Background: an optimization exercise with open tools, aiming at small area. Do not read the settings as production practice.
In this exercise RTL edits were held to simulation tests only and were not proved equivalent to the original.
Power is estimated from default activity; no workload was simulated.

<file path="flow/flow/run.sh">
#!/bin/bash
# Own layout flow: the standard layout (standard.sh), except that
# - the standard synthesis maps its combinational logic with an area-oriented
#   ABC script (flow/abc_area.script) instead of ORFS's speed script; the rest
#   of the synthesis, registers included, is unchanged: the only change is
#   the -script argument of yosys's abc call;
# - clock tree synthesis inserts no dummy loads and uses clkbuf_8 above the
#   sink clusters (CTS_ARGS, which ORFS's cts.tcl uses in place of its own).
# Each tool's output goes to a log file of its own in the work folder.
set -euo pipefail
W=$(pwd)
F="$W/flow"

# synthesis script: synth_recipe.tcl with abc's -script argument replaced
{
  echo "proc abc {args} { set i [lsearch \$args -script]; lset args [expr {\$i+1}] {$F/abc_area.script}; yosys abc {*}\$args }"
  cat "$W/synth_recipe.tcl"
} > "$W/own_synth.tcl"

# the standard make command with that synthesis script, for the synthesis only
sed "s#SYNTH_SCRIPT=[^ ]*#SYNTH_SCRIPT=$W/own_synth.tcl#" "$W/standard.sh" > "$W/own_synth.sh"
grep -q "SYNTH_SCRIPT=$W/own_synth.tcl" "$W/own_synth.sh"

bash "$W/own_synth.sh" synth > "$W/synth.log" 2>&1
# the rest of the standard layout, from the floorplan to the final DEF
B=sky130_fd_sc_hd__clkbuf
CTS="-sink_clustering_enable -repair_clock_nets -dont_use_dummy_load -sink_clustering_size 25 -sink_clustering_max_diameter 120 -tree_buf ${B}_8 -root_buf ${B}_8"
bash "$W/standard.sh" "CTS_ARGS=$CTS" finish > "$W/layout.log" 2>&1
test -f "$W/out/final.def"
</file>
<file path="flow/flow/abc_area.script">
&get -n
&st
&synch2
&dch -f
&nf -R 1000 -p -F 8 -A 4 -a
&put
</file>
<file path="flow/standard.sh">
#!/bin/bash
# synth_recipe.tcl (not shown) runs the flow's synth.tcl, then flattens the netlist and writes it again
# the make line also repeats each setting of config.mk as NAME=value (left out here)
make -C /OpenROAD-flow-scripts/flow DESIGN_CONFIG=/design/flow/config.mk WORK_HOME=/design/flow/orfs CLKGATE_MAP_FILE= SYNTH_SCRIPT=/design/flow/synth_recipe.tcl "${@:-finish}"
</file>
<file path="flow/config.mk">
export PLATFORM = sky130hd
export DESIGN_NAME = dac8734_ctrl
export DESIGN_NICKNAME = dac8734_ctrl
export VERILOG_FILES = /design/flow/design.v
export SDC_FILE = /design/flow/constraint.sdc
export NUM_CORES = 4
export LEC_CHECK = 0
export CAP_MARGIN = 20
export CORE_MARGIN = 2
export CORE_UTILIZATION = 40
export CTS_CLUSTER_DIAMETER = 100
export CTS_CLUSTER_SIZE = 25
export SLEW_MARGIN = 20
</file>
<file path="flow/constraint.sdc">
create_clock -name core_clock -period 10.0 [get_ports {clk}]
set_input_delay 2.0000 -clock core_clock [delete_from_list [all_inputs] [get_ports {clk}]]
set_output_delay 2.0000 -clock core_clock [all_outputs]
set_load 0.01 [all_outputs]
</file>
<file path="flow/design.v">
`timescale 1ns / 1ps
module ascii2hex(
    input [7:0] ascii_input,
    output [3:0] hex_output,
	 output error
    );
	wire [3:0] hex_data;
	assign hex_data = ((ascii_input >= "0") & (ascii_input <= "9"))? ascii_input - "0" :
								( 
									(ascii_input >= "A" & ascii_input <= "F") ? ascii_input - "A" + 8'hA :
									( 
										(ascii_input >= "a" & ascii_input <= "f") ? ascii_input - "a" + 8'hA : 4'h0
									)
								);
	assign hex_output = hex_data;
	assign error = (ascii_input < "0") | ((ascii_input > "9") & (ascii_input < "A")) | 
						((ascii_input > "F") & (ascii_input < "a")) | (ascii_input > "f");
endmodule
`timescale 1ns / 1ps
module hex2ascii(
    input [3:0] hex_input,
    output [7:0] ascii_output
    );
	assign ascii_output = ((hex_input < 4'hA) ? "0" : "A"-8'h0A) +{4'h0, hex_input};
endmodule
module async_receiver(clk, rst, RxD, RxD_data_ready, RxD_data);
input clk, rst, RxD;
output reg RxD_data_ready;   
output reg [7:0] RxD_data;
reg [11:0] acc;
reg Baud8Tick;
always @(posedge clk)
    if (rst) {Baud8Tick, acc} <= 13'd0;
    else {Baud8Tick, acc} <= {1'b0, acc} + 13'd151;
reg [1:0] RxD_sync_inv;
always @(posedge clk) if(rst) RxD_sync_inv <= 0; else if(Baud8Tick) RxD_sync_inv <= {RxD_sync_inv[0], ~RxD};
reg [1:0] RxD_cnt_inv;
reg RxD_bit_inv;
always @(posedge clk)
if(rst)
begin
	RxD_cnt_inv <= 0;
	RxD_bit_inv <= 0;
end
else if(Baud8Tick)
begin
	if( RxD_sync_inv[1] && RxD_cnt_inv!=2'b11) RxD_cnt_inv <= RxD_cnt_inv + 2'h1;
	else
	if(~RxD_sync_inv[1] && RxD_cnt_inv!=2'b00) RxD_cnt_inv <= RxD_cnt_inv - 2'h1;
	if(RxD_cnt_inv==2'b00) RxD_bit_inv <= 1'b0;
	else
	if(RxD_cnt_inv==2'b11) RxD_bit_inv <= 1'b1;
end
reg [3:0] state;
reg [3:0] bit_spacing;
wire next_bit = (bit_spacing==4'd10);
always @(posedge clk)
if(rst || state==0)
	bit_spacing <= 4'b0000;
else
if(Baud8Tick)
	bit_spacing <= {bit_spacing[2:0] + 4'b0001} | {bit_spacing[3], 3'b000};
always @(posedge clk)
if(rst)
	state <= 4'b0000;
else if(Baud8Tick)
case(state)
	4'b0000: if(RxD_bit_inv) state <= 4'b1000;   
	4'b1000: if(next_bit) state <= 4'b1001;   
	4'b1001: if(next_bit) state <= 4'b1010;   
	4'b1010: if(next_bit) state <= 4'b1011;   
	4'b1011: if(next_bit) state <= 4'b1100;   
	4'b1100: if(next_bit) state <= 4'b1101;   
	4'b1101: if(next_bit) state <= 4'b1110;   
	4'b1110: if(next_bit) state <= 4'b1111;   
	4'b1111: if(next_bit) state <= 4'b0001;   
	4'b0001: if(next_bit) state <= 4'b0000;   
	default: state <= 4'b0000;
endcase
always @(posedge clk)
if(Baud8Tick && next_bit && state[3]) RxD_data <= {~RxD_bit_inv, RxD_data[7:1]};
always @(posedge clk)
if(rst)
	RxD_data_ready <= 1'b0;
else
	RxD_data_ready <= (Baud8Tick && next_bit && state==4'b0001 && ~RxD_bit_inv);   
endmodule
module async_transmitter(clk, rst, TxD_start, TxD_data, TxD, TxD_busy);
input clk, rst, TxD_start;
input [7:0] TxD_data;
output TxD, TxD_busy;
reg [14:0] acc;
reg BaudTick;
wire TxD_busy;
always @(posedge clk)
    if (rst) {BaudTick, acc} <= 16'd0;
    else if (TxD_busy) {BaudTick, acc} <= {1'b0, acc} + 16'd151;
reg [3:0] state;
wire TxD_ready = (state==0);
assign TxD_busy = ~TxD_ready;
reg [7:0] TxD_dataReg;
always @(posedge clk) if(TxD_ready & TxD_start) TxD_dataReg <= TxD_data;
always @(posedge clk)
if(rst) state <= 4'b0000; else
case(state)
	4'b0000: if(TxD_start) state <= 4'b0001;
	4'b0001: if(BaudTick) state <= 4'b0100;
	4'b0100: if(BaudTick) state <= 4'b1000;   
	4'b1000: if(BaudTick) state <= 4'b1001;   
	4'b1001: if(BaudTick) state <= 4'b1010;   
	4'b1010: if(BaudTick) state <= 4'b1011;   
	4'b1011: if(BaudTick) state <= 4'b1100;   
	4'b1100: if(BaudTick) state <= 4'b1101;   
	4'b1101: if(BaudTick) state <= 4'b1110;   
	4'b1110: if(BaudTick) state <= 4'b1111;   
	4'b1111: if(BaudTick) state <= 4'b0010;   
	4'b0010: if(BaudTick) state <= 4'b0011;   
	4'b0011: if(BaudTick) state <= 4'b0000;   
	default: if(BaudTick) state <= 4'b0000;
endcase
wire muxbit = TxD_dataReg[state[2:0]];
reg TxD;
always @(posedge clk) if(rst) TxD <= 1'b0; else TxD <= (state<4) | (state[3] & muxbit);
endmodule
`timescale 1ns / 1ps
module tx_fifo (
    input  wire       clk,
    input  wire       rst,      
    input  wire       grst,     
    input  wire [7:0] din,
    input  wire       wr_en,
    input  wire       rd_en,
    output wire [7:0] dout,
    output wire       empty
);
reg [6:0] wr_ptr;
reg [6:0] rd_ptr;
wire full = (wr_ptr[5:0] == rd_ptr[5:0]) && (wr_ptr[6] != rd_ptr[6]);
assign empty = (wr_ptr == rd_ptr);
wire acc = wr_en && !full && !rst;
reg [5:0] ph;
reg [511:0] ring;
reg [7:0] d0, d1, d2;
reg [5:0] l0, l1, l2;
reg v0, v1, v2;
wire [5:0] ph1 = ph + 6'd1;
wire [5:0] q_in = ph1 - wr_ptr[5:0];
wire [5:0] q0 = ph1 - l0;
wire [5:0] q1 = ph1 - l1;
wire [5:0] q2 = ph1 - l2;
wire c_in = acc && q_in[1:0] == 2'd0;
wire c0 = v0 && q0[1:0] == 2'd0;
wire c1 = v1 && q1[1:0] == 2'd0;
wire c2 = v2;                     
wire we = c_in | c0 | c1 | c2;
wire [7:0] wbus = c_in ? din : c0 ? d0 : c1 ? d1 : d2;
wire [3:0] wtap = c_in ? q_in[5:2] : c0 ? q0[5:2] : c1 ? q1[5:2] : q2[5:2];
integer t;
always @(posedge clk) begin
    ring <= {ring[503:0], ring[511:504]};
    for (t = 0; t < 16; t = t + 1)
        if (we && wtap == t)
            ring[32*t +: 8] <= wbus;
end
always @(posedge clk) begin
    d0 <= din;
    l0 <= wr_ptr[5:0];
    v0 <= acc && !c_in;
    d1 <= d0;
    l1 <= l0;
    v1 <= v0 && !c0;
    d2 <= d1;
    l2 <= l1;
    v2 <= v1 && !c1;
end
reg [7:0] hreg;
reg [7:0] slot0;
reg [2:0] fwait;
reg fact;
assign dout = hreg;
wire rd = rd_en && !empty && !rst;
wire [5:0] hcell = ph - rd_ptr[5:0];
always @(posedge clk) begin
    if (acc && wr_ptr[5:0] == 6'd0)
        slot0 <= din;
    if (rst) begin
        hreg <= slot0;
        fwait <= 3'd0;
        fact <= 1'b0;
    end
    else if (acc && empty) begin
        hreg <= din;
        fwait <= 3'd0;
        fact <= 1'b0;
    end
    else if (rd) begin
        fwait <= 3'd4;
        fact <= 1'b0;
    end
    else if (fwait != 3'd0) begin
        fwait <= fwait - 3'd1;
        if (fwait == 3'd1) fact <= 1'b1;
    end
    else if (fact && hcell == 6'd63) begin
        hreg <= ring[511:504];
        fact <= 1'b0;
    end
end
always @(posedge clk)
    if (grst) ph <= 6'd0;
    else ph <= ph + 6'd1;
always @(posedge clk) begin
    if (rst) begin
        wr_ptr <= 'd0;
        rd_ptr <= 'd0;
    end
    else begin
        if (wr_en && !full)
            wr_ptr <= wr_ptr + 'd1;
        if (rd_en && !empty)
            rd_ptr <= rd_ptr + 'd1;
    end
end
endmodule
`timescale 1ns / 1ps
module data_receiver
    #(
      parameter BTF_RX_BUFFER_COUNT_WIDTH = 6,
      parameter BTF_RX_BUFFER_BYTES = 32,
      parameter BTF_RX_BUFFER_WIDTH = 8 * BTF_RX_BUFFER_BYTES
      )
    (
    input RxD,
    input clk,
    input rst,
    output btf_wr,                   
    output [7:0] btf_byte,
    output btf_commit,               
    output reg [BTF_RX_BUFFER_COUNT_WIDTH-1:0] BTF_Length,
    output [13:0] CMD_Hit,           
    output CMD_Ready,
    output esc_char_detected,
    output reg [1:0] esc_char,       
    output reg wrong_format
    );
	wire [7:0] usbdata ;
	wire usbready ;
	async_receiver RXUSB(.clk(clk), .rst(rst), .RxD(RxD), .RxD_data_ready(usbready), .RxD_data(usbdata));
	wire [3:0] hexadecimal_value;
	wire non_hexadecimal;
	ascii2hex ascii2hex_moudule(.ascii_input(usbdata), .hex_output(hexadecimal_value), .error(non_hexadecimal));
    wire is_dle = (usbdata == 8'h10);
    wire is_C = (usbdata == "C");
    wire is_R = (usbdata == "R");
    wire is_T = (usbdata == "T");
    wire is_A = (usbdata == "A");
    wire is_W = (usbdata == "W");
    reg esc_detect;    
    reg esc_found;     
    assign esc_char_detected = esc_found;
    always @ (posedge clk)
        if (rst) begin
            esc_detect <= 1'b0;
            esc_found <= 1'b0;
        end
        else begin
            esc_found <= 1'b0;
            if (esc_found) begin
                esc_detect <= 1'b0;
            end
            else if (usbready) begin
                if (!esc_detect) begin
                    esc_detect <= is_dle;
                end
                else begin
                    esc_detect <= 1'b0;
                    esc_found <= is_C | is_R | is_A | is_W;
                end
            end
        end
    always @ (posedge clk)
        if (usbready & esc_detect & ~esc_found)
            esc_char <= {is_A | is_W, is_R | is_W};
	reg [3:0] main_state;
	localparam MAIN_IDLE = 4'h0;
	localparam MAIN_BTF_READ_NUM_DIGITS = 4'h1;
	localparam MAIN_BTF_READ_BYTE_COUNT = 4'h2;
	localparam MAIN_BTF_READ_RAW_DATA = 4'h3;
    localparam MAIN_BTF_READ_RAW_DATA_ESC_DETECTED = 4'h4;
	localparam MAIN_BTF_CHECK_TERMINATOR = 4'h5;
	localparam MAIN_BTF_EXECUTION = 4'h6;
    localparam MAIN_CMD_READ_BYTE_COUNT = 4'h7;
    localparam MAIN_CMD_READ_ASCII_STRING = 4'h8;
    localparam MAIN_CMD_READ_ASCII_STRING_ESC_DETECTED = 4'h9;
	localparam MAIN_CMD_CHECK_TERMINATOR = 4'ha;
	localparam MAIN_CMD_EXECUTION = 4'hb;
    localparam MAIN_ESC_CHAR_DETECTED = 4'hc;
    localparam MAIN_WRONG_FORMAT = 4'hd;
    localparam MAIN_IDLE_FIRST_ESC_DETECTED = 4'he;
	reg [5:0] cnt_rem;
	reg [5:0] cnt_act;
    wire [3:0] cmd_actual_byte_count = cnt_act[3:0];
    reg term_ptr;    
    assign CMD_Ready = (main_state == MAIN_CMD_EXECUTION);
    wire active = !rst && !esc_char_detected && usbready;
    assign btf_byte = usbdata;
    assign btf_wr = active && (main_state == MAIN_BTF_READ_RAW_DATA);
    wire term_ok = (usbdata == (term_ptr ? 8'd10 : 8'd13));
    assign btf_commit = active && (main_state == MAIN_BTF_CHECK_TERMINATOR) && term_ok && term_ptr;
    localparam NCMD = 14;
    localparam [8*14-1:0] S1  = "*IDN?";
    localparam [8*14-1:0] S2  = {8'h10, "TEST", 8'h10};
    localparam [8*14-1:0] S3  = "WRITE REG";
    localparam [8*14-1:0] S4  = "SET CONFIG";
    localparam [8*14-1:0] S5  = "RESET";
    localparam [8*14-1:0] S6  = "LDAC";
    localparam [8*14-1:0] S7  = "LDAC LENGTH";
    localparam [8*14-1:0] S8  = "ADJ INTENSITY";
    localparam [8*14-1:0] S9  = "READ INTENSITY";
    localparam [8*14-1:0] S10 = "CAPTURE BTF";
    localparam [8*14-1:0] S11 = "BTF READ COUNT";
    localparam [8*14-1:0] S12 = "READ BTF";
    localparam [8*14-1:0] S13 = "UPDATE BITS";
    localparam [8*14-1:0] S14 = "READ BITS";
    localparam [8*14*NCMD-1:0] SALL = {S14, S13, S12, S11, S10, S9, S8, S7, S6, S5, S4, S3, S2, S1};
    localparam [4*NCMD-1:0] LALL = {4'd9, 4'd11, 4'd8, 4'd14, 4'd11, 4'd14, 4'd13, 4'd11, 4'd4, 4'd5, 4'd10, 4'd9, 4'd6, 4'd5};
    reg [3:0] cmd_k;
    wire [NCMD-1:0] first_hit;    
    wire [NCMD-1:0] next_ok;      
    genvar gk, gp;
    generate
        for (gk = 0; gk < NCMD; gk = gk + 1) begin : match_gen
            localparam [3:0] LEN = LALL[4*gk +: 4];
            wire [LEN-1:0] pos_ok;
            assign pos_ok[0] = 1'b0;
            for (gp = 1; gp < LEN; gp = gp + 1) begin : pos_gen
                assign pos_ok[gp] = (cmd_actual_byte_count == gp) &&
                                    (usbdata == SALL[8*14*gk + 8*(LEN-1-gp) +: 8]);
            end
            assign first_hit[gk] = (cnt_rem[3:0] == LEN) && (usbdata == SALL[8*14*gk + 8*(LEN-1) +: 8]);
            assign next_ok[gk] = (cmd_k == gk + 1) && (|pos_ok);
        end
    endgenerate
    reg [3:0] k_first;
    integer ki;
    always @(*) begin
        k_first = 4'd0;
        for (ki = 0; ki < NCMD; ki = ki + 1)
            if (first_hit[ki]) k_first = k_first | (ki + 1);
    end
    wire k_ok = |next_ok;
    wire [NCMD-1:0] cmd_hit;
    generate
        for (gk = 0; gk < NCMD; gk = gk + 1) begin : hit_gen
            assign cmd_hit[gk] = (cmd_k == gk + 1);
        end
    endgenerate
    assign CMD_Hit = cmd_hit;
    always @ (posedge clk)
        if (rst) begin
            main_state <= MAIN_IDLE;
            wrong_format <= 1'b0;
            BTF_Length <= 0;
        end
        else if (esc_char_detected == 1'b1) begin
            main_state <= MAIN_ESC_CHAR_DETECTED;
            wrong_format <= 1'b0;
        end
        else begin
            case (main_state)
                MAIN_IDLE: begin
                        wrong_format <= 1'b0;
                        if (usbready == 1) begin
                            if (usbdata[7:0] == "#")
                                main_state <= MAIN_BTF_READ_NUM_DIGITS;
                            else if (usbdata[7:0] == "!")
                                main_state <=  MAIN_CMD_READ_BYTE_COUNT;
                            else if (is_dle)
                                main_state <=  MAIN_IDLE_FIRST_ESC_DETECTED;
                            else
                                main_state <= MAIN_WRONG_FORMAT;
                        end
                    end
                MAIN_IDLE_FIRST_ESC_DETECTED:
                    if (usbready == 1) begin
                        if (!(is_C | is_R | is_T | is_A | is_W))
                            main_state <= MAIN_WRONG_FORMAT;
                        else
                            main_state <= MAIN_IDLE;
                    end
                MAIN_BTF_READ_NUM_DIGITS:
                    if (usbready == 1) begin
                        if (non_hexadecimal == 0) begin
                            cnt_act <= {2'b00, hexadecimal_value[3:0]};
                            main_state <= MAIN_BTF_READ_BYTE_COUNT;
                            cnt_rem <= 0;
                        end
                        else
                            main_state <= MAIN_WRONG_FORMAT;
                    end
                MAIN_BTF_READ_BYTE_COUNT:
                    if  (usbready == 1) begin
                        if (non_hexadecimal == 0) begin
                            cnt_rem <= {cnt_rem[1:0], hexadecimal_value[3:0]};
                            cnt_act <= cnt_act - 6'd1;
                            if (cnt_act[3:0] == 4'h1) begin
                                main_state <= MAIN_BTF_READ_RAW_DATA;
                                cnt_act <= 6'h0;
                            end
                        end
                        else
                            main_state <= MAIN_WRONG_FORMAT;
                    end
                MAIN_BTF_READ_RAW_DATA:
                    if  (usbready == 1) begin
                        cnt_rem <= cnt_rem - 6'd1;
                        cnt_act <= cnt_act + 6'd1;
                        if (is_dle)
                            main_state <= MAIN_BTF_READ_RAW_DATA_ESC_DETECTED;
                        else if (cnt_rem == 6'h1) begin
                            main_state <= MAIN_BTF_CHECK_TERMINATOR;
                            term_ptr <= 1'b0;
                        end
                    end
                MAIN_BTF_READ_RAW_DATA_ESC_DETECTED:
                    if  (usbready == 1) begin
                        if (is_dle) begin
                            if (cnt_rem == 6'h0) begin
                                main_state <= MAIN_BTF_CHECK_TERMINATOR;
                                term_ptr <= 1'b0;
                            end
                            else
                                main_state <= MAIN_BTF_READ_RAW_DATA;
                        end
                        else
                            main_state <= MAIN_WRONG_FORMAT;
                    end
                MAIN_BTF_CHECK_TERMINATOR:
                    if  (usbready == 1) begin
                        if (term_ok) begin
                            if (term_ptr) begin
                                main_state <= MAIN_BTF_EXECUTION;
                                term_ptr <= 1'b0;
                                BTF_Length <= cnt_act;
                            end
                            else
                                term_ptr <= 1'b1;
                        end
                        else
                            main_state <= MAIN_WRONG_FORMAT;
                    end
                MAIN_BTF_EXECUTION:
                    main_state <= MAIN_IDLE;
                MAIN_CMD_READ_BYTE_COUNT:
                    if  (usbready == 1'b1) begin
                        if (non_hexadecimal == 1'b0) begin
                            cnt_rem <= {2'b00, hexadecimal_value[3:0]};
                            main_state <= MAIN_CMD_READ_ASCII_STRING;
                            cnt_act <= 6'd0;
                        end
                        else
                            main_state <= MAIN_WRONG_FORMAT;
                    end
                MAIN_CMD_READ_ASCII_STRING:
                    if  (usbready == 1) begin
                        cnt_rem <= cnt_rem - 6'd1;
                        cnt_act <= cnt_act + 6'd1;
                        if (is_dle)
                            main_state <= MAIN_CMD_READ_ASCII_STRING_ESC_DETECTED;
                        else if (cnt_rem[3:0] == 4'd1) begin
                            main_state <= MAIN_CMD_CHECK_TERMINATOR;
                            term_ptr <= 1'b0;
                        end
                    end
                MAIN_CMD_READ_ASCII_STRING_ESC_DETECTED:
                    if  (usbready == 1) begin
                        if (is_dle) begin
                            if (cnt_rem[3:0] == 4'd0) begin
                                main_state <= MAIN_CMD_CHECK_TERMINATOR;
                                term_ptr <= 1'b0;
                            end
                            else
                                main_state <= MAIN_CMD_READ_ASCII_STRING;
                        end
                        else
                            main_state <= MAIN_WRONG_FORMAT;
                    end
                MAIN_CMD_CHECK_TERMINATOR:
                    if  (usbready == 1) begin
                        if (term_ok) begin
                            if (term_ptr) begin
                                main_state <= MAIN_CMD_EXECUTION;
                                term_ptr <= 1'b0;
                            end
                            else
                                term_ptr <= 1'b1;
                        end
                        else
                            main_state <= MAIN_WRONG_FORMAT;
                    end
                MAIN_CMD_EXECUTION:
                    main_state <= MAIN_IDLE;
                MAIN_ESC_CHAR_DETECTED:
                    main_state <= MAIN_IDLE;
                MAIN_WRONG_FORMAT: begin
                        wrong_format <= 1'b1;
                        main_state <= MAIN_IDLE;
                    end
                default:
                    main_state <= MAIN_IDLE;
            endcase
        end
    always @ (posedge clk)
        if (!rst && !esc_char_detected && usbready && main_state == MAIN_CMD_READ_ASCII_STRING)
            cmd_k <= (cmd_actual_byte_count == 4'd0) ? k_first : (k_ok ? cmd_k : 4'd0);
endmodule
module btf_rings(
    input clk,
    input rst,
    input rx_wr,              
    input [7:0] rx_byte,      
    input commit,             
    input capture,            
    input s_ok,               
    input [4:0] rd_j,         
    output reg [31:0] S,      
    output [7:0] B_out,       
    output [4:0] B_k,         
    output [7:0] rd_byte
);
    reg [255:0] R, B, C;
    reg [4:0] ph;
    reg clr;                  
    reg [4:0] hR, hB, hC;
    reg rx_pend;
    reg cb_req, cb_act, cc_req, cc_act;
    reg [3:0] s_pend;         
    wire wr_now = rx_pend && (ph == hR + 5'd1);
    wire zero = rst | clr;
    wire [7:0] R_out = R[255:248];
    assign B_out = B[255:248];
    assign B_k = hB - ph;
    wire [7:0] C_out = C[255:248];
    always @(posedge clk) begin
        R <= {R[247:0], zero ? 8'h00 : (wr_now ? rx_byte : R_out)};
        B <= {B[247:0], zero ? 8'h00 : (cb_act ? R_out : B_out)};
        C <= {C[247:0], zero ? 8'h00 : (cc_act ? B_out : C_out)};
    end
    always @(posedge clk)
        if (rst) begin
            ph <= 5'd0;
            clr <= 1'b1;
            hR <= 5'd0;
            hB <= 5'd0;
            hC <= 5'd0;
            rx_pend <= 1'b0;
            cb_req <= 1'b0;
            cb_act <= 1'b0;
            cc_req <= 1'b0;
            cc_act <= 1'b0;
            s_pend <= 4'd0;
            S <= 32'd0;
        end
        else begin
            ph <= ph + 5'd1;
            if (ph == 5'd31) clr <= 1'b0;
            if (rx_wr) rx_pend <= 1'b1;
            else if (wr_now) begin
                rx_pend <= 1'b0;
                hR <= hR + 5'd1;
            end
            if (commit) cb_req <= 1'b1;
            else if (cb_req && ph == 5'd31) begin
                cb_req <= 1'b0;
                cb_act <= 1'b1;
                hB <= hR;
            end
            else if (cb_act && ph == 5'd31) begin
                cb_act <= 1'b0;
                s_pend <= 4'hf;
            end
            if (s_ok && B_k[4:2] == 3'b000 && s_pend[B_k[1:0]]) begin
                S[8*B_k[1:0] +: 8] <= B_out;
                s_pend[B_k[1:0]] <= 1'b0;
            end
            if (capture) cc_req <= 1'b1;
            else if (cc_req && ph == 5'd31) begin
                cc_req <= 1'b0;
                cc_act <= 1'b1;
                hC <= hB;
            end
            else if (cc_act && ph == 5'd31) cc_act <= 1'b0;
        end
    wire [4:0] rd_pos = ph - hC - 5'd2 - rd_j;
    assign rd_byte = C[8*rd_pos +: 8];
endmodule
`timescale 1ns / 1ps
module data_sender
(
    input clk,
    input rst,
    output TxD,
    input esc_char_detected,
    input [1:0] esc_char,             
    input wrong_format,
    input [2:0] tx1_kind,
    input TX_buffer1_ready,
    input TX_buffer2_ready,
    output [4:0] cap_rd_j,            
    input [7:0] cap_rd_byte,
    input [5:0] BTF_read_count,
    input [5:0] BTF_Length,
    input [7:0] LED_intensity,
    input [31:0] patterns
);
    localparam [2:0] K_WF = 3'd0, K_RSTAT = 3'd1, K_IDN = 3'd2, K_TEST = 3'd3,
                     K_WLEN = 3'd4, K_LED = 3'd5, K_UNK = 3'd6, K_PAT = 3'd7;
	reg TX_buffer1_ready_delay;
	reg TX_buffer2_ready_delay;
	wire TX_buffer1_PosEdge = TX_buffer1_ready & ~TX_buffer1_ready_delay;
	wire TX_buffer2_PosEdge = TX_buffer2_ready & ~TX_buffer2_ready_delay;
    always @ (posedge clk)
        if (rst) begin
            TX_buffer1_ready_delay <= 1'b0;
            TX_buffer2_ready_delay <= 1'b0;
        end
        else begin
            TX_buffer1_ready_delay <= TX_buffer1_ready;
            TX_buffer2_ready_delay <= TX_buffer2_ready;
        end
    reg reset_FIFO;
    reg [7:0] FIFO_din;
    reg FIFO_wr_en;
    reg FIFO_rd_en;
    wire [7:0] FIFO_dout;
    wire FIFO_empty;
    tx_fifo transmitter_FIFO(
    .clk(clk),
    .rst(reset_FIFO | rst),
    .grst(rst),
    .din(FIFO_din),
    .wr_en(FIFO_wr_en),
    .rd_en(FIFO_rd_en),
    .dout(FIFO_dout),
    .empty(FIFO_empty)
  );
    reg [1:0] src;
    reg [6:0] idx;       
    wire [2:0] kind = (src == 2'd0) ? K_WF : (src == 2'd1) ? K_RSTAT : tx1_kind;
    function [7:0] hexc(input [3:0] v);
        hexc = ((v < 4'hA) ? "0" : "A"-8'h0A) + {4'h0, v};
    endfunction
    function [7:0] str_byte(input [8*14-1:0] s, input [3:0] n, input [3:0] i);
        str_byte = s[8*(n-1-i) +: 8];
    endfunction
    reg [7:0] b1_byte;
    reg [4:0] b1_len;
    always @(*) begin
        b1_byte = 8'h00;
        b1_len = 5'd0;
        case (kind)
            K_WF: begin
                b1_len = 5'd14;
                b1_byte = str_byte("!CWrong format", 4'd14, idx[3:0]);
            end
            K_RSTAT: begin
                b1_len = 5'd5;
                case (idx[2:0])
                    3'd0: b1_byte = patterns[31:24];
                    3'd1: b1_byte = patterns[23:16];
                    3'd2: b1_byte = patterns[15:8];
                    3'd3: b1_byte = patterns[7:0];
                    default: b1_byte = 8'h00;
                endcase
            end
            K_IDN: begin
                b1_len = 5'd11;
                b1_byte = str_byte("!9DAC v1_10", 4'd11, idx[3:0]);
            end
            K_TEST: begin
                b1_len = 5'd12;
                b1_byte = str_byte("!ATest rec'd", 4'd12, idx[3:0]);
            end
            K_WLEN: begin
                b1_len = 5'd15;
                b1_byte = (idx[3:0] == 4'd14) ? {2'b00, BTF_Length} : str_byte("!DWrong length", 4'd14, idx[3:0]);
            end
            K_LED: begin
                b1_len = 5'd3;
                b1_byte = (idx[1:0] == 2'd0) ? "!" : (idx[1:0] == 2'd1) ? "1" : LED_intensity;
            end
            K_UNK: begin
                b1_len = 5'd13;
                b1_byte = str_byte("!BUnknown CMD", 4'd13, idx[3:0]);
            end
            K_PAT: begin
                b1_len = 5'd6;
                case (idx[2:0])
                    3'd0: b1_byte = "!";
                    3'd1: b1_byte = "4";
                    3'd2: b1_byte = patterns[31:24];
                    3'd3: b1_byte = patterns[23:16];
                    3'd4: b1_byte = patterns[15:8];
                    default: b1_byte = patterns[7:0];
                endcase
            end
        endcase
    end
    wire b1_more = (idx[4:0] != b1_len);
    reg [7:0] b2_byte;
    always @(*) begin
        if (idx[6]) begin
            case (idx[2:0])
                3'd3: b2_byte = "#";
                3'd4: b2_byte = "3";
                3'd5: b2_byte = "0";
                3'd6: b2_byte = hexc({2'b00, BTF_read_count[5:4]});
                default: b2_byte = hexc(BTF_read_count[3:0]);
            endcase
        end
        else if (idx[5])
            b2_byte = 8'h00;
        else
            b2_byte = cap_rd_byte;
    end
    assign cap_rd_j = idx[4:0];
    wire b2_more = (idx != {1'b0, BTF_read_count});
	localparam [3:0] MAIN_FIFO_INITIALIZE = 4'd0;
	localparam [3:0] MAIN_FIFO_INITIALIZE_WAIT = 4'd1;
	localparam [3:0] MAIN_IDLE = 4'd2;
    localparam [3:0] MAIN_ESC_CHAR_SEND = 4'd3;
    localparam [3:0] MAIN_SEND_FINISH = 4'd4;
	localparam [3:0] MAIN_BUFFER1_SEND = 4'd5;
	localparam [3:0] MAIN_BUFFER2_SEND = 4'd6;
	localparam [3:0] MAIN_SEND_TERMINATOR = 4'd7;
    localparam [3:0] MAIN_ESC_DETECTED = 4'd8;
	reg [3:0] main_state;
    reg esc_already_encountered;
    wire [7:0] head = (main_state == MAIN_BUFFER2_SEND) ? b2_byte : b1_byte;
    wire more = (main_state == MAIN_BUFFER2_SEND) ? b2_more : b1_more;
    always @ (posedge clk)
        if (rst) begin
            main_state <= MAIN_FIFO_INITIALIZE;
            esc_already_encountered <= 1'b0;
            reset_FIFO <= 1'b0;
            FIFO_wr_en <= 1'b0;
        end
        else if (esc_char_detected == 1'b1) begin
            if (esc_char != 2'd2) begin    
                reset_FIFO <= 1'b1;
                FIFO_wr_en <= 1'b0;
                src <= esc_char;
                main_state <= MAIN_ESC_DETECTED;
                idx <= 7'd15;
            end
        end
        else begin
            case (main_state)
                MAIN_FIFO_INITIALIZE: begin
                        main_state <= MAIN_FIFO_INITIALIZE_WAIT;
                        reset_FIFO <= 1'b1;
                        FIFO_wr_en <= 1'b0;
                        idx <= 7'd15;
                    end
                MAIN_FIFO_INITIALIZE_WAIT: begin
                        reset_FIFO <= 1'b0;
                        if (idx[3:0] == 4'd0)
                            main_state <= MAIN_IDLE;
                        else
                            idx <= idx - 7'd1;
                    end
                MAIN_IDLE:
                    if (wrong_format == 1'b1) begin
                        main_state <= MAIN_BUFFER1_SEND;
                        src <= 2'd0;
                        idx <= 7'd0;
                    end
                    else if (TX_buffer1_PosEdge == 1'b1) begin
                        main_state <= MAIN_BUFFER1_SEND;
                        src <= 2'd2;
                        idx <= 7'd0;
                    end
                    else if (TX_buffer2_PosEdge == 1'b1) begin
                        main_state <= MAIN_BUFFER2_SEND;
                        idx <= 7'd123;
                        esc_already_encountered <= 1'b0;
                    end
                MAIN_ESC_DETECTED: begin
                        reset_FIFO <= 1'b0;
                        if (idx[3:0] == 4'd0) begin
                            main_state <= MAIN_ESC_CHAR_SEND;
                            FIFO_din <= 8'h10;
                            FIFO_wr_en <= 1'b1;
                        end
                        else
                            idx <= idx - 7'd1;
                    end
                MAIN_ESC_CHAR_SEND: begin
                        FIFO_din <= (src == 2'd0) ? "C" : (src == 2'd1) ? "R" : "W";
                        FIFO_wr_en <= 1'b1;
                        if (src == 2'd1) begin    
                            main_state <= MAIN_BUFFER1_SEND;
                            idx <= 7'd0;
                        end
                        else
                            main_state <= MAIN_SEND_FINISH;
                    end
                MAIN_SEND_FINISH: begin
                        main_state <= MAIN_IDLE;
                        FIFO_wr_en <= 1'b0;
                    end
                MAIN_BUFFER1_SEND, MAIN_BUFFER2_SEND:
                    if (more) begin
                        FIFO_din <= head;
                        FIFO_wr_en <= 1'b1;
                        if ((head == 8'h10) && (esc_already_encountered == 1'b0))
                            esc_already_encountered <= 1'b1;
                        else begin
                            esc_already_encountered <= 1'b0;
                            idx <= idx + 7'd1;
                        end
                    end
                    else begin
                        main_state <= MAIN_SEND_TERMINATOR;
                        FIFO_din <= 8'h0d;
                        FIFO_wr_en <= 1'b1;
                        idx <= 7'd1;
                    end
                MAIN_SEND_TERMINATOR:
                    if (idx[1]) begin
                        main_state <= MAIN_IDLE;
                        FIFO_wr_en <= 1'b0;
                    end
                    else begin
                        FIFO_din <= 8'h0a;
                        FIFO_wr_en <= 1'b1;
                        idx <= 7'd2;
                    end
                default:
                    main_state <= MAIN_IDLE;
		endcase
	end
	wire TxD_busy;
	reg TxD_start;
	async_transmitter TXUSB(.clk(clk), .rst(rst), .TxD(TxD), .TxD_busy(TxD_busy), .TxD_start(TxD_start),
									.TxD_data(FIFO_dout));
	reg [1:0] transmitter_state;
	localparam [1:0] TX_IDLE = 2'd0;
	localparam [1:0] TX_WAIT1 = 2'd1;
	localparam [1:0] TX_WAIT2 = 2'd2;
    always @ (posedge clk)
        if (rst) begin
            transmitter_state <= TX_IDLE;
            TxD_start <= 1'b0;
            FIFO_rd_en <= 1'b0;
        end
        else
        case (transmitter_state)
            TX_IDLE:
                if (FIFO_empty != 1'b1) begin
                    TxD_start <= 1'b1;
                    transmitter_state <= TX_WAIT1;
                end
                else
                    TxD_start <= 1'b0;
            TX_WAIT1:
                begin
                    TxD_start <= 1'b0;
                    FIFO_rd_en <= 1'b1;
                    transmitter_state <= TX_WAIT2;
                end
            TX_WAIT2:
                begin
                    FIFO_rd_en <= 1'b0;
                    if (TxD_busy == 1'b0)
                        transmitter_state <= TX_IDLE;
                end
            default:
                transmitter_state <= TX_IDLE;
		endcase
endmodule
`timescale 1ns / 1ps
module clock_divider(
    input wire CLK100MHZ,
    input wire reset,
    input wire [7:0] divide,
    input wire count_enable,
    output wire count_end
    );
reg[7:0] count;
assign count_end = (count == 8'h0);
always @(posedge CLK100MHZ) begin
    begin
        if(count_enable == 1'b1) begin
            count[7:0] <= count[7:0] - 8'h1;
            if( count[7:0] == 8'h0 ) begin
                count[7:0] <= {1'b0,divide[7:1]} - 8'h1;
            end
        end
        else begin
            count[7:0] <= {1'b0,divide[7:1]} - 8'h1;
        end
    end
end
endmodule
`timescale 1ns / 1ps
module shift_register_out(
    input wire CLK100MHZ,
    input wire reset,
    input wire lsb_first,
    input wire data_load,
    input wire [31:0] data_in,
    input wire write,
    output wire sdo
    );
reg [5:0] k;     
always @(posedge CLK100MHZ)
    if (reset || write)
        k <= 6'd0;
    else if (data_load && k != 6'd33)
        k <= k + 6'd1;
wire [4:0] j = k[4:0] - 5'd1;                   
wire [4:0] sel = lsb_first ? j : ~j;
assign sdo = (k != 6'd0) && (k[5] == 1'b0 || k[4:0] == 5'd0) && data_in[sel];
endmodule
`timescale 1ns / 1ps
module shift_register_in(
    input wire CLK100MHZ,
    input wire reset,
    input wire lsb_first,
    input wire data_load,
    input wire sdi,
    input wire clear_register,
    output wire [31:0] data_out
    );
reg[31:0] data;
assign data_out[31:0] = data[31:0];
always@(posedge CLK100MHZ) begin
    if(reset) begin
        data[31:0] <= 32'h0;
    end
    else begin
        if( clear_register == 1'b1) begin
            data[31:0] <= 32'b0;
        end
        else if(data_load == 1'b1) begin
            if(lsb_first == 1'b1) begin
                data[31:0] <= {data[30:0], sdi};
            end
            else begin
                data[31:0] <= {sdi,data[31:1]};
            end
        end
    end
end
endmodule
`timescale 1ns / 1ps
module spi_fsm_module
#(
    parameter NUM_CS = 1
)
(
    input  wire CLK100MHZ,
    input  wire reset,
    input  wire [31:0] spi_word,
    input  wire spi_config_selected,
    input  wire spi_data_selected,
    output wire busy,
    output wire loading,            
    output wire sdo,
    output wire cpol,
    output wire cspol,
    output wire slave_en,
    output wire cs_next,
    output wire sck_next,
    output wire[NUM_CS-1:0] cs_val
);
reg config_lsb_first;
reg config_slave_en;
reg config_end_spi;
reg[7:0] config_cs;
reg[4:0] config_length;
reg config_cspol;
reg config_cpol;
reg config_cpha;
reg[7:0] clk_div;
reg busy_state;
reg spi_start;
reg [4:0] data_remain;
reg data_load;
reg sck_next_state;
reg cs_next_state;
reg spi_counter_state;
reg initialize_reg;
wire spi_counter_end;
wire reduced_config_cpha = config_cpha ^ config_slave_en;
localparam [2:0] IDLE = 3'd0, LOW = 3'd1, HIGH = 3'd2, WAIT_LOW = 3'd3,
                 LAST_HIGH = 3'd4, LAST_LOW = 3'd5, EXTEND_LOW = 3'd6;
reg [2:0] spi_fsm_state;
assign busy = busy_state;
assign loading = initialize_reg;
assign cpol = config_cpol;
assign cspol = config_cspol;
assign slave_en = config_slave_en;
assign cs_next = cs_next_state;
assign sck_next = sck_next_state;
assign cs_val[NUM_CS-1:0] = config_cs[NUM_CS-1:0];
clock_divider clock_divider_0 (
    .CLK100MHZ(CLK100MHZ),
    .reset(reset),
    .divide(clk_div),
    .count_enable(spi_counter_state),
    .count_end(spi_counter_end)
);
shift_register_out shift_register_out_0(
    .CLK100MHZ(CLK100MHZ),
    .reset(reset),
    .lsb_first(config_lsb_first),
    .data_load(data_load),
    .data_in(spi_word),
    .write(initialize_reg),
    .sdo(sdo)
);
always @(posedge CLK100MHZ) begin
    if(reset) begin
        spi_start <= 1'b0;
        {config_lsb_first, config_slave_en, config_end_spi, config_cs, config_length, config_cspol, config_cpol, config_cpha, clk_div} <= 27'h0;
    end
    else begin
        if( spi_config_selected & ~busy_state) begin
            {config_lsb_first, config_slave_en, config_end_spi} <= spi_word[31:29];
            {config_cs, config_length, config_cspol, config_cpol, config_cpha, clk_div} <= spi_word[23:0];
        end
        spi_start <= spi_data_selected & ~busy_state;
    end
end
always @(posedge CLK100MHZ) begin
    if(reset) begin
        busy_state <= 1'b0;
        spi_fsm_state <= IDLE;
        data_load <= 1'b0;
        sck_next_state <= 1'b0;
        cs_next_state <= 1'b0;
        spi_counter_state <= 1'b0;
        initialize_reg <= 1'b0;
    end
    else begin
        case(spi_fsm_state)
            IDLE:
            begin
                data_remain[4:0] <= config_length[4:0];
                if(spi_start == 1'b1) begin
                    busy_state <= 1'b1;
                    cs_next_state <= 1'b1;
                    if(reduced_config_cpha == 1'b0) begin
                        data_load <= 1'b1;
                        spi_fsm_state <= LOW;
                    end
                    else begin
                        data_load <= 1'b0;
                        spi_fsm_state <= EXTEND_LOW;
                    end
                    spi_counter_state <= 1'b1;
                    sck_next_state <= 1'b0;
                    initialize_reg <= 1'b0;
                end
                else begin
                    cs_next_state <= 1'b0;
                    sck_next_state <= 1'b0;
                    busy_state <= spi_data_selected;
                    data_load <= 1'b0;
                    spi_counter_state <= 1'b0;
                    initialize_reg <= 1'b1;
                end
            end
            LOW:
            begin
                initialize_reg <= 1'b0;
                if(spi_counter_end == 1'b1) begin
                    spi_fsm_state <= (data_remain[4:0] == 5'h0) ? LAST_HIGH : HIGH;
                    sck_next_state <= 1'b1;
                    data_load <= reduced_config_cpha;
                end
                else begin
                    sck_next_state <= 1'b0;
                    data_load <= 1'b0;
                end
            end
            HIGH:
            begin
                if( spi_counter_end == 1'b1 ) begin
                    data_remain[4:0] <= data_remain[4:0] - 5'h1;
                    spi_fsm_state <= LOW;
                    data_load <= ~reduced_config_cpha;
                    sck_next_state <= 1'b0;
                end
                else begin
                    sck_next_state <= 1'b1;
                    data_load <= 1'b0;
                end
            end
            WAIT_LOW:
            begin
                data_remain[4:0] <= config_length[4:0];
                if(spi_start == 1'b1) begin
                    busy_state <= 1'b1;
                    if(reduced_config_cpha == 1'b0) begin
                        spi_fsm_state <= LOW;
                        data_load <= 1'b1;
                    end
                    else begin
                        spi_fsm_state <= EXTEND_LOW;
                        data_load <= 1'b0;
                    end
                    spi_counter_state <= 1'b1;
                    initialize_reg <= 1'b0;
                    sck_next_state <= 1'b0;
                end
                else begin
                    initialize_reg <= 1'b1;
                    spi_counter_state <= 1'b0;
                    busy_state <= 1'b0;
                    data_load <= 1'b0;
                    sck_next_state <= 1'b0;
                end
            end
            LAST_HIGH:
            begin
                if(spi_counter_end == 1'b1) begin
                    spi_fsm_state <= LAST_LOW;
                    if( reduced_config_cpha == 1'b1 )
                        data_load <= 1'b0;
                    else if( config_slave_en == 1'b0)
                        data_load <= 1'b1;
                    sck_next_state <= 1'b0;
                end
                else begin
                    sck_next_state <= 1'b1;
                    data_load <= 1'b0;
                end
            end
            LAST_LOW:
            begin
                sck_next_state <= 1'b0;
                data_load <= 1'b0;
                if(spi_counter_end == 1'b1) begin
                    busy_state <= 1'b1;
                    if(config_end_spi == 1'b1) begin
                        spi_fsm_state <= IDLE;
                        cs_next_state <= 1'b0;
                    end
                    else
                        spi_fsm_state <= WAIT_LOW;
                end
            end
            EXTEND_LOW:
            begin
                initialize_reg <= 1'b0;
                sck_next_state <= 1'b0;
                data_load <= 1'b0;
                if(spi_counter_end == 1'b1)
                    spi_fsm_state <= LOW;
            end
            default: ;
        endcase
    end
end
endmodule
`timescale 1ns / 1ps
module spi_multiple_single_output
#(
    parameter NUM_CS = 1
)
(
    input wire CLK100MHZ,
    input wire cpol,
    input wire cspol,
    input wire slave_en,
    input wire cs_next,
    input wire sdo,
    input wire sck_next,
    input wire [NUM_CS - 1:0]cs_val,
    output wire io_out,
    output wire io_oe,
    output wire sck,
    output wire [NUM_CS - 1:0] cs
);
genvar i;
reg sck_buffer;
reg[NUM_CS -1 :0] cs_buffer;
generate
    for (i = 0; i < NUM_CS; i = i + 1) begin : io_buf_gen
        always @(posedge CLK100MHZ) begin
            cs_buffer[i] <= ~ ( cspol ^( cs_next && cs_val[i] ));
        end
    end
endgenerate
assign io_out = sdo;
assign io_oe = ~slave_en;
assign sck = sck_buffer;
assign cs[NUM_CS-1:0] = cs_buffer[NUM_CS-1:0];
always @(posedge CLK100MHZ) begin
    sck_buffer <= sck_next ^ cpol;
end
endmodule
`timescale 1ns / 1ps
module dac8734_ctrl(
    input  wire       clk,
    input  wire       reset,
    input  wire       uart_rxd,
    output wire       uart_txd,
    output wire       sck,
    output wire [7:0] cs,
    output wire       io_out,
    output wire       io_oe,
    output wire       ldac_n
);
localparam NUM_CS = 8;
localparam C_IDN = 0, C_TEST = 1, C_WRITE_REG = 2, C_SET_CONFIG = 3, C_RESET = 4,
           C_LDAC = 5, C_LDAC_LENGTH = 6, C_ADJ_INTENSITY = 7, C_READ_INTENSITY = 8,
           C_CAPTURE_BTF = 9, C_BTF_READ_COUNT = 10, C_READ_BTF = 11,
           C_UPDATE_BITS = 12, C_READ_BITS = 13;
localparam [2:0] K_IDN = 3'd2, K_TEST = 3'd3, K_WLEN = 3'd4, K_LED = 3'd5,
                 K_UNK = 3'd6, K_PAT = 3'd7;
wire [31:0] BTF_Buffer;       
wire [7:0] B_out;
wire [4:0] B_k;
wire btf_wr, btf_commit;
wire [7:0] btf_byte;
wire btf_capture;
wire upd_set;
wire [4:0] cap_rd_j;
wire [7:0] cap_rd_byte;
wire [5:0] BTF_Length;
wire [13:0] CMD_Hit;
wire CMD_Ready;
wire esc_char_detected;
wire [1:0] esc_char;
wire wrong_format;
data_receiver receiver(
    .RxD                                (uart_rxd),
    .clk                                (clk),
    .rst                                (reset),
    .btf_wr                             (btf_wr),
    .btf_byte                           (btf_byte),
    .btf_commit                         (btf_commit),
    .BTF_Length                         (BTF_Length),
    .CMD_Hit                            (CMD_Hit),
    .CMD_Ready                          (CMD_Ready),
    .esc_char_detected                  (esc_char_detected),
    .esc_char                           (esc_char),
    .wrong_format                       (wrong_format)
);
btf_rings rings(
    .clk                                (clk),
    .rst                                (reset),
    .rx_wr                              (btf_wr),
    .rx_byte                            (btf_byte),
    .commit                             (btf_commit),
    .capture                            (btf_capture),
    .s_ok                               (spi_loading),
    .rd_j                               (cap_rd_j),
    .S                                  (BTF_Buffer),
    .B_out                              (B_out),
    .B_k                                (B_k),
    .rd_byte                            (cap_rd_byte)
);
reg [2:0] tx1_kind;
reg TX_buffer1_ready;
reg TX_buffer2_ready;
reg [5:0] BTF_read_count;
reg [7:0] LED_intensity;
reg [31:0] patterns;
data_sender sender(
    .clk                                    (clk),
    .rst                                    (reset),
    .TxD                                    (uart_txd),
    .esc_char_detected                      (esc_char_detected),
    .esc_char                               (esc_char),
    .wrong_format                           (wrong_format),
    .tx1_kind                               (tx1_kind),
    .TX_buffer1_ready                       (TX_buffer1_ready),
    .TX_buffer2_ready                       (TX_buffer2_ready),
    .cap_rd_j                               (cap_rd_j),
    .cap_rd_byte                            (cap_rd_byte),
    .BTF_read_count                         (BTF_read_count),
    .BTF_Length                             (BTF_Length),
    .LED_intensity                          (LED_intensity),
    .patterns                               (patterns)
);
reg spi_reset;
reg spi_config_selected;
reg spi_data_selected;
wire busy;
wire spi_loading;
wire sdo;
wire cpol;
wire cspol;
wire slave_en;
wire cs_next;
wire sck_next;
wire [NUM_CS-1:0] cs_val;
spi_fsm_module #(
    .NUM_CS                              (NUM_CS)
) spi_fsm_inst (
    .CLK100MHZ                           (clk),
    .reset                               (spi_reset | reset),
    .spi_word                            (BTF_Buffer[31:0]),
    .spi_config_selected                 (spi_config_selected),
    .spi_data_selected                   (spi_data_selected),
    .busy                                (busy),
    .loading                             (spi_loading),
    .sdo                                 (sdo),
    .cpol                                (cpol),
    .cspol                               (cspol),
    .slave_en                            (slave_en),
    .cs_next                             (cs_next),
    .sck_next                            (sck_next),
    .cs_val                              (cs_val)
);
spi_multiple_single_output #(
    .NUM_CS                              (NUM_CS)
) spi_mso_inst (
    .CLK100MHZ                           (clk),
    .cpol                                (cpol),
    .cspol                               (cspol),
    .slave_en                            (slave_en),
    .cs_next                             (cs_next),
    .sdo                                 (sdo),
    .sck_next                            (sck_next),
    .cs_val                              (cs_val),
    .io_out                              (io_out),
    .io_oe                               (io_oe),
    .sck                                 (sck),
    .cs                                  (cs)
);
reg ldac_bar;
assign ldac_n = ldac_bar;
reg [7:0] ldac_length;
reg [7:0] ldac_pause_count;
reg upd_pend, upd_act;
wire upd_now = (upd_pend && B_k == 5'd7) || upd_act;
wire [1:0] upd_m = B_k[1:0];            
wire [7:0] upd_data = BTF_Buffer[8*upd_m +: 8];
always @(posedge clk)
    if (reset) begin
        upd_pend <= 1'b0;
        upd_act <= 1'b0;
        patterns <= 32'd0;
    end
    else begin
        if (upd_set) upd_pend <= 1'b1;
        else if (upd_pend && B_k == 5'd7) begin
            upd_pend <= 1'b0;
            upd_act <= 1'b1;
        end
        else if (upd_act && B_k == 5'd4) upd_act <= 1'b0;
        if (upd_now)
            patterns[8*upd_m +: 8] <= (patterns[8*upd_m +: 8] & ~B_out) | (B_out & upd_data);
    end
localparam [2:0] MAIN_IDLE = 3'd0,
                 MAIN_SPI_CONFIG = 3'd1,
                 MAIN_RESET = 3'd2,
                 MAIN_DAC_WAIT_FOR_BUSY_ON = 3'd3,
                 MAIN_DAC_WAIT_FOR_BUSY_OFF = 3'd4,
                 MAIN_DAC_LDAC_PAUSE = 3'd5,
                 MAIN_DAC_LDAC_OFF = 3'd6,
                 MAIN_UNKNOWN_CMD = 3'd7;
reg [2:0] main_state;
assign upd_set = !reset && !esc_char_detected && main_state == MAIN_IDLE && CMD_Ready && CMD_Hit[C_UPDATE_BITS];
assign btf_capture = !reset && !esc_char_detected && main_state == MAIN_IDLE && CMD_Ready && CMD_Hit[C_CAPTURE_BTF];
always @ (posedge clk) begin
    if (reset) begin
        main_state <= MAIN_IDLE;
        TX_buffer1_ready <= 1'b0;
        TX_buffer2_ready <= 1'b0;
        LED_intensity <= 8'd0;
        spi_reset <= 1'b0;
        spi_config_selected <= 1'b0;
        spi_data_selected <= 1'b0;
        ldac_bar <= 1'b1;
        ldac_length <= 8'd40;
        BTF_read_count <= 'd0;
    end
    else if (esc_char_detected == 1'b1) begin
        if (esc_char == 2'd0) begin    
            TX_buffer1_ready <= 1'b0;
            TX_buffer2_ready <= 1'b0;
            main_state <= MAIN_IDLE;
            spi_reset <= 1'b0;
            spi_config_selected <= 1'b0;
            spi_data_selected <= 1'b0;
        end
    end
    else begin
        case (main_state)
            MAIN_IDLE: begin
                spi_config_selected <= 1'b0;
                spi_data_selected <= 1'b0;
                if (CMD_Ready == 1'b1) begin
                    if (CMD_Hit[C_IDN]) begin
                        tx1_kind <= K_IDN;
                        TX_buffer1_ready <= 1'b1;
                    end
                    else if (CMD_Hit[C_TEST]) begin
                        tx1_kind <= K_TEST;
                        TX_buffer1_ready <= 1'b1;
                    end
                    else if (CMD_Hit[C_WRITE_REG]) begin
                        if (BTF_Length != 6'd4) begin
                            tx1_kind <= K_WLEN;
                            TX_buffer1_ready <= 1'b1;
                        end
                        else if (busy != 1'b1) begin
                            main_state <= MAIN_DAC_WAIT_FOR_BUSY_ON;
                            spi_data_selected <= 1'b1;
                        end
                    end
                    else if (CMD_Hit[C_SET_CONFIG]) begin
                        if (BTF_Length != 6'd8) begin
                            tx1_kind <= K_WLEN;
                            TX_buffer1_ready <= 1'b1;
                        end
                        else if (busy != 1'b1) begin
                            main_state <= MAIN_SPI_CONFIG;
                            spi_config_selected <= 1'b1;
                        end
                    end
                    else if (CMD_Hit[C_RESET]) begin
                        spi_reset <= 1'b1;
                        main_state <= MAIN_RESET;
                    end
                    else if (CMD_Hit[C_LDAC]) begin
                        ldac_bar <= 1'b0;
                        ldac_pause_count <= ldac_length;
                        main_state <= MAIN_DAC_LDAC_PAUSE;
                    end
                    else if (CMD_Hit[C_LDAC_LENGTH]) begin
                        ldac_length <= BTF_Buffer[7:0];
                    end
                    else if (CMD_Hit[C_ADJ_INTENSITY]) begin
                        LED_intensity <= BTF_Buffer[7:0];
                    end
                    else if (CMD_Hit[C_READ_INTENSITY]) begin
                        tx1_kind <= K_LED;
                        TX_buffer1_ready <= 1'b1;
                    end
                    else if (CMD_Hit[C_CAPTURE_BTF]) begin
                    end
                    else if (CMD_Hit[C_BTF_READ_COUNT]) begin
                        BTF_read_count <= BTF_Buffer[5:0];
                    end
                    else if (CMD_Hit[C_READ_BTF]) begin
                        TX_buffer2_ready <= 1'b1;
                    end
                    else if (CMD_Hit[C_UPDATE_BITS]) begin
                    end
                    else if (CMD_Hit[C_READ_BITS]) begin
                        tx1_kind <= K_PAT;
                        TX_buffer1_ready <= 1'b1;
                    end
                    else begin
                        main_state <= MAIN_UNKNOWN_CMD;
                    end
                end
                else begin
                    TX_buffer1_ready <= 1'b0;
                    TX_buffer2_ready <= 1'b0;
                end
            end
            MAIN_DAC_WAIT_FOR_BUSY_ON: begin
                spi_data_selected <= 1'b0;
                if (busy != 1'b1)
                    main_state <= MAIN_DAC_WAIT_FOR_BUSY_OFF;
            end
            MAIN_DAC_WAIT_FOR_BUSY_OFF: begin
                if (busy != 1'b1)
                    main_state <= MAIN_IDLE;
            end
            MAIN_SPI_CONFIG : begin
                if (busy != 1'b1)
                    main_state <= MAIN_IDLE;
            end
            MAIN_DAC_LDAC_PAUSE: begin
                if (ldac_pause_count == 0)
                    main_state <= MAIN_DAC_LDAC_OFF;
                ldac_pause_count <= ldac_pause_count - 'd1;
            end
            MAIN_DAC_LDAC_OFF: begin
                ldac_bar <= 1'b1;
                main_state <= MAIN_IDLE;
            end
            MAIN_RESET: begin
                spi_reset <= 1'b0;
                main_state <= MAIN_IDLE;
            end
            MAIN_UNKNOWN_CMD: begin
                tx1_kind <= K_UNK;
                TX_buffer1_ready <= 1'b1;
                main_state <= MAIN_IDLE;
            end
        endcase
    end
end
endmodule
</file>
==> out/results.txt, run 1 <==
Placed Instances: 6174
Die Span Y: 363.6 um
Core area: 128000 um2
Seq/Total Area, Yosys: 0.6713
DR top layer: met4
Reg clk slew, reported paths: 0.09 ns
Post-placement setup slack: 4.316 ns
Hold Buf Count CTS: 0
Global-route usage over all layers: 0.1636
GPL Wtd Cong: 0.8849
Antenna Nets Post-Route: 0
Final setup fails: 0
Post-synthesis register bit count: 1693
RSZ-0062 raised after global routing: false
Drt wl/cell: 17.39 um
Clk root buf: clkbuf_8
Status: timing/DRC/antenna clean
Worst endpoint required time: 8.00 ns
CTS H-tree lvls: 3
CP Capture Type: primary output
Synth warn: 11
Final period util: 0.6238
Critical path type: reg -> out
NumNets Final: 4638
Most frequent cells in the layout: dfxtp_1, nor2_1, nand2_1
Layout cells sized above 1: 0.05129
Largest delay share family, worst path: multiplexers
CTS resizes: 0
TritonCTS clock tree: built
Clock Skew: 0.1174 ns
PortBufs: 15
NetSw: 3.727 mW
Worst vdd ir: 206.6 uV
Util after Layout: 0.4402
Post-synth cell types: 65
Critical Path, Cell by Cell: clkinv_1 > ha_1 > xor2_1 > mux4_2 > mux4_2 > mux2i_1 > nor2_1 > clkdlybuf4s50_1
Largest net degree at the start of global routing: 73
Die area: 132200 um2
Cell Area, Synth: 51740 um2
Routed length on met3: 4.884 mm
Synth Area per Inst: 11.80 um2
Design Power: 13.23 mW
Vias per cell: 5.082
Final hold vios: 0
Worst Tran Pin Value: 1.059 ns
Tmin final: 6.238 ns
DR WL met2: 49.00 mm
Main synth FF type: dfxtp_1
Setup bufs post-CTS: 0
Max Freq: 0.1603 GHz
Top reg by flops: sender.transmitter_FIFO.ring
Total grt overflow: 0
Filler instances: 11951
Clock tree sinks: 1693
Reg power frac: 0.577
Max Buffers Root-to-Sink: 3
Routed WL: 108.8 mm
Iter 0 DRT Violations: 2739
Worst setup SP type: register
Final WS setup: 3.762 ns
TritonRoute pass-1 iters: 6
Internal power: 9.502 mW
DR vias: 31791
Slowest stage cell, crit path: xor2_1
Placed cell area: 54480 um2
# rows: 131
First-pass GRT wire length: 172.8 mm
Most Frequent Cell on Critical Path: mux4_2
Sw Ratio: 0.2817
Logic pwr share: 0.177
Share of flip-flops with an asynchronous set or reset: 0
Slew margin rel.: 0.2888
Area growth, synth to finish: 8.926%
CTS buffer count: 78
Initial Util: 0.4042
Post-DP HPWL: 72.88 mm
Vias in the first global route: 30420
Setup tns final: 0 ns
Final hold slack: 0.2392 ns
Fin area: 56360 um2
Final-report max-slew violation count: 0
Cell area power density: 234.7 nW/um2
CP bufs+invs: 2
Initial antenna violation count: 2
Final Non-Filler Cells: 6255
Sequential cell area: 34730 um2
Clock power share: 0.246
Crit path max fanout: 11
DRC viols: 0
Critical path's largest stage delay: 0.71 ns
WL met1: 51.90 mm
Max reg flops: 512
IO Count: 16
Cells after synthesis: 4383
Hold Path Class: reg -> reg
Area of the multi-input gates: 16710 um2
Clock latency (worst-skew pair): 0.88 ns
Leakage: 20.53 nW
Most common cell after layout, fill and taps aside: dfxtp_1
Die X: 363.6 um
Critical Path AT: 4.24 ns
Post-synth EDFFs: 84
Net Count, Synth: 4496
Maxcap violations: 0
[logic make-up after synthesis]
family,after synthesis,synth area share
AND/OR/NAND/NOR,1284,0.1114
multiplexers,164,0.05347
XOR/XNOR,143,0.02421
AO/OA/AOI/OAI,885,0.1043
buffers and inverters,104,0.007545
adder cells (fa/ha/maj),110,0.02776
flip-flops,1693,0.6713
[per-layer routing]
metal  up-vias  GRT usage
met1     15176     0.2287
met2       742     0.2611
met3       178    0.02574
met5         -          0
li1      15695          -
met4         0    0.04914
[area by class of cell]
cell class,count,area share
antenna,3,0.0001332
clock buffer,78,0.03284
inverter,104,0.006927
multi-input combinational,2586,0.2965
sequential,1693,0.6163
tap,1729,0.03839
timing repair buffer,62,0.008903
[path summary, 6_finish.rpt]
path / cells after the start / slack (ns) / endpoint / from
worst max-delay path: 8 / 3.76 / io_out / spi_fsm_inst.shift_register_out_0.k[0]
worst min-delay path: 0 / 0.24 / sender.transmitter_FIFO.ring[350] / sender.transmitter_FIFO.ring[342]
worst max register to register: 15 / 4.35 / sender.idx[0] / sender.idx[0]
worst min register to register: 0 / 0.24 / sender.transmitter_FIFO.ring[350] / sender.transmitter_FIFO.ring[342]
[cells in the mapped netlist (all sizes together), types with 6 or more instances]
library cell | count | area share
a32oi | 7 | 0.0012
a22oi | 96 | 0.014
clkinv | 104 | 0.0075
or3 | 16 | 0.0019
a31oi | 34 | 0.0041
nand4 | 23 | 0.0028
a222oi | 14 | 0.0027
nor4 | 26 | 0.0031
edfxtp | 84 | 0.049
o31ai | 8 | 0.0012
o221ai | 6 | 0.0010
and2 | 19 | 0.0023
o22a | 10 | 0.0017
a2111oi | 12 | 0.0020
ha | 102 | 0.025
a21o | 11 | 0.0016
o211ai | 15 | 0.0022
mux2i | 66 | 0.013
a211oi | 32 | 0.0046
xnor2 | 78 | 0.013
nor2b | 40 | 0.0048
nand2b | 41 | 0.0050
a21oi | 258 | 0.025
and3 | 29 | 0.0035
a21boi | 7 | 0.0010
mux2 | 9 | 0.0020
nand3b | 13 | 0.0019
nand3 | 73 | 0.0071
nor3b | 16 | 0.0023
a311oi | 7 | 0.0012
nor2 | 461 | 0.033
dfxtp | 1609 | 0.62
a221oi | 10 | 0.0017
nand2 | 398 | 0.029
o21ai | 263 | 0.025
mux4 | 89 | 0.039
xor2 | 65 | 0.011
fa | 8 | 0.0031
a41oi | 6 | 0.0010
or2 | 9 | 0.0011
o22ai | 49 | 0.0059
nor4b | 11 | 0.0019
nor3 | 98 | 0.0095
[power by group through the flow]
stage / clock network [mW] / registers [mW] / logic, mW
finish: 3.25 / 7.64 / 2.34
global route: 3.62 / 7.70 / 2.57
CTS: 3.38 / 7.65 / 2.33
detailed placement: 0 / 7.80 / 2.32
global placement: 0 / 7.79 / 2.30
floorplan: 0 / 7.72 / 1.54
==> run 2, diff against run 1 <==
--- a/flow/design.v
+++ b/flow/design.v
@@ -87,3 +87,3 @@
 endmodule
-module async_transmitter(clk, rst, TxD_start, TxD_data, TxD, TxD_busy);
+module async_transmitter(clk, rst, TxD_start, TxD_data, TxD, TxD_busy, TxD_hold, TxD_done);
 input clk, rst, TxD_start;
@@ -91,2 +91,3 @@
 output TxD, TxD_busy;
+output TxD_hold, TxD_done;
 reg [14:0] acc;
@@ -100,4 +101,2 @@
 assign TxD_busy = ~TxD_ready;
-reg [7:0] TxD_dataReg;
-always @(posedge clk) if(TxD_ready & TxD_start) TxD_dataReg <= TxD_data;
 always @(posedge clk)
@@ -120,3 +119,5 @@
 endcase
-wire muxbit = TxD_dataReg[state[2:0]];
+wire muxbit = TxD_data[state[2:0]];
+assign TxD_hold = (state == 4'd1) || state[3] || state[2] || (TxD_ready && TxD_start);
+assign TxD_done = (state == 4'b1111) && BaudTick;
 reg TxD;
@@ -129,2 +130,4 @@
     input  wire       grst,     
+    input  wire       hold,     
+    input  wire       refresh,  
     input  wire [7:0] din,
@@ -180,3 +183,2 @@
 assign dout = hreg;
-wire rd = rd_en && !empty && !rst;
 wire [5:0] hcell = ph - rd_ptr[5:0];
@@ -185,3 +187,3 @@
         slot0 <= din;
-    if (rst) begin
+    if (rst && !hold) begin
         hreg <= slot0;
@@ -190,3 +192,3 @@
     end
-    else if (acc && empty) begin
+    else if (acc && empty && !hold) begin
         hreg <= din;
@@ -195,3 +197,3 @@
     end
-    else if (rd) begin
+    else if (refresh) begin
         fwait <= 3'd4;
@@ -630,2 +632,3 @@
         end
+    wire TxD_hold, TxD_done;
     reg reset_FIFO;
@@ -640,2 +643,4 @@
     .grst(rst),
+    .hold(TxD_hold),
+    .refresh(TxD_done),
     .din(FIFO_din),
@@ -845,2 +850,3 @@
 	async_transmitter TXUSB(.clk(clk), .rst(rst), .TxD(TxD), .TxD_busy(TxD_busy), .TxD_start(TxD_start),
+									.TxD_hold(TxD_hold), .TxD_done(TxD_done),
 									.TxD_data(FIFO_dout));
==> run 2 against run 1 <==
  * Still clean on timing, DRC and antenna
  * Critical path depth up 6
  * Count of clock-buffer cells in the layout down 1
  * Flip-flop and latch count down 8
  * Global-route usage down 0.47 points
  * Register-to-register slack worse by 0.56 ns
  * Setup slack better by 0.031 ns
  * Utilization down 0.13 points
  * Worst hold slack better by 0.033 ns
  * Clock power down 1%
==> out/results.txt, run 2 <==
Global-route usage over all layers: 0.1588 (-0.004742)
Antenna Nets Post-Route: 0 (unchanged)
Layout cells sized above 1: 0.05018 (-0.001117)
PortBufs: 15 (unchanged)
Routed WL: 106.1 mm (-2.4%)
Worst R2R End: sender.idx[4]
Critical Path AT: 6.70 ns (+2.46 ns)
Most frequent cells after synthesis: dfxtp_1, nor2_1, nand2_1
Worst Tran Pin Value: 1.052 ns (-0.006793 ns)
Slew margin rel.: 0.2969 (+0.008125)
Hold Path Class: reg -> reg
Cells after synthesis: 4405 (+0.50%)
Setup tns final: 0 ns (unchanged)
Clock latency (worst-skew pair): 0.88 ns (about the same)
Hold Buf Count CTS: 0 (unchanged)
Largest net degree at the start of global routing: 85 (+16%)
Max reg flops: 512 (unchanged)
Logic pwr share: 0.192 (+0.015)
Drt wl/cell: 17.09 um (-1.7%)
DR vias: 31817 (+0.082%)
Worst vdd ir: 171.4 uV (-17%)
Clock tree sinks: 1685 (-0.47%)
Hold Path Sink: rings.C[177]
Leakage: 20.57 nW (+0.20%)
Seq/Total Area, Yosys: 0.6684 (-0.002930)
Clock Skew: 0.1371 ns (+0.01968 ns)
Share of flip-flops with an asynchronous set or reset: 0 (unchanged)
Max Buffers Root-to-Sink: 3 (unchanged)
Synth warn: 11 (unchanged)
CTS H-tree lvls: 3 (unchanged)
Crit path max fanout: 37 (+26)
Synth Area per Inst: 11.71 um2 (-0.75%)
Iter 0 DRT Violations: 2540 (-7.3%)
Critical path's largest stage delay: 1.56 ns (+0.85 ns)
Critical path type: reg -> reg
Main synth FF type: dfxtp_1
Slowest stage cell, crit path: fa_4
Post-synthesis register bit count: 1685 (-0.47%)
Clk root buf: clkbuf_8
Global routing's busiest layer: met2
Met3 Use GR: 0.02379 (-0.001951)
CP bufs+invs: 3 (+1)
Dominant cell type by area after synthesis: dfxtp_1
Final Non-Filler Cells: 6211 (-0.70%)
Top reg by flops: sender.transmitter_FIFO.ring
Status: timing/DRC/antenna clean
Initial Util: 0.4036 (-0.0005192)
Reg power frac: 0.571 (-0.006)
Dominant cell by count in the synthesized netlist: dfxtp_1
-- run 2: cell count changes in the layout (fill, tap and decap cells not counted), moves of 9 or more --
cell / before / now
nand2_1: 398 / 384
nor2_1: 460 / 503
nand3_1: 73 / 83
o21ai_0: 263 / 253
a21oi_1: 252 / 243
-- run 2: cell families (layout without fill, tap and decap cells) --
kind of cell    count (synthesis)  count (layout)  synth area share
simple gates                 1344            1344            0.1171
xor+xnor                      144             144           0.02444
compound gates                855             855            0.1011
fa+ha+maj                     110             110           0.02798
other cells                     0               5                 0
buf+inv                       102             241          0.007419
flops                        1685            1685            0.6684
mux                           165             165           0.05358
-- run 2: layer usage --
| metal | vias up | share of wire |
|---|---|---|
| met3 | 174 | 0.041 |
| met2 | 669 | 0.45 |
| li1 | 15722 | - |
| met1 | 15252 | 0.48 |
| met5 | - | 0 |
| met4 | 0 | 0.026 |
-- run 2: power groups by stage --
stage	combinational [mW]	clock (mW)	sequential, mW
4_1_cts	2.60	3.33	7.74
2_1_floorplan	1.78	0	7.81
3_5_place_dp	2.59	0	7.88
3_3_place_gp	2.58	0	7.88
5_1_grt	2.88	3.57	7.80
6_report	2.60	3.21	7.73
-- run 2: layout make-up --
type	instances	area [um2]
tap	1662	2079
clock buffer	77	1826
antenna	5	12.51
fill	11926	71730
timing repair buffer	62	501.7
inverter	102	382.9
sequential	1685	34490
multi-input combinational	2618	16820
-- run 2: worst max-delay path by stage --
stage | startpoint | end | slack (ns) | cells after the start
floorplan | sender.idx[0] | sender.idx[0] | 3.26 | 12
global placement | sender.idx[0] | sender.idx[4] | 3.77 | 14
detailed placement | sender.idx[0] | sender.idx[4] | 3.74 | 14
CTS | sender.idx[0] | sender.idx[4] | 3.68 | 14
global route | sender.idx[0] | sender.idx[4] | 3.30 | 14
finish | sender.idx[0] | sender.idx[4] | 3.79 | 14
-- run 2: stage by stage --
step | hold slack, ns | worst slack, ns | utilization | cell area (um2)
after global placement | 0.3098 | 3.775 | 0.4244 | 54250
after global routing | 0.2716 | 3.304 | 0.4389 | 56110
after floorplan | 0.3096 | 3.260 | - | 51600
after CTS | 0.2618 | 3.676 | 0.4387 | 56090
final | 0.2718 | 3.793 | 0.4389 | 56110
after detailed placement | 0.3121 | 3.736 | 0.4244 | 54260

Setup slack of run 2, layout unchanged: 3.793 ns with ideal ports, 3.740 ns with driving cells assumed (clock clkbuf_16, inputs buf_2), 3.793 ns with port delays also shifted by the 0.877 ns mid clock arrival.
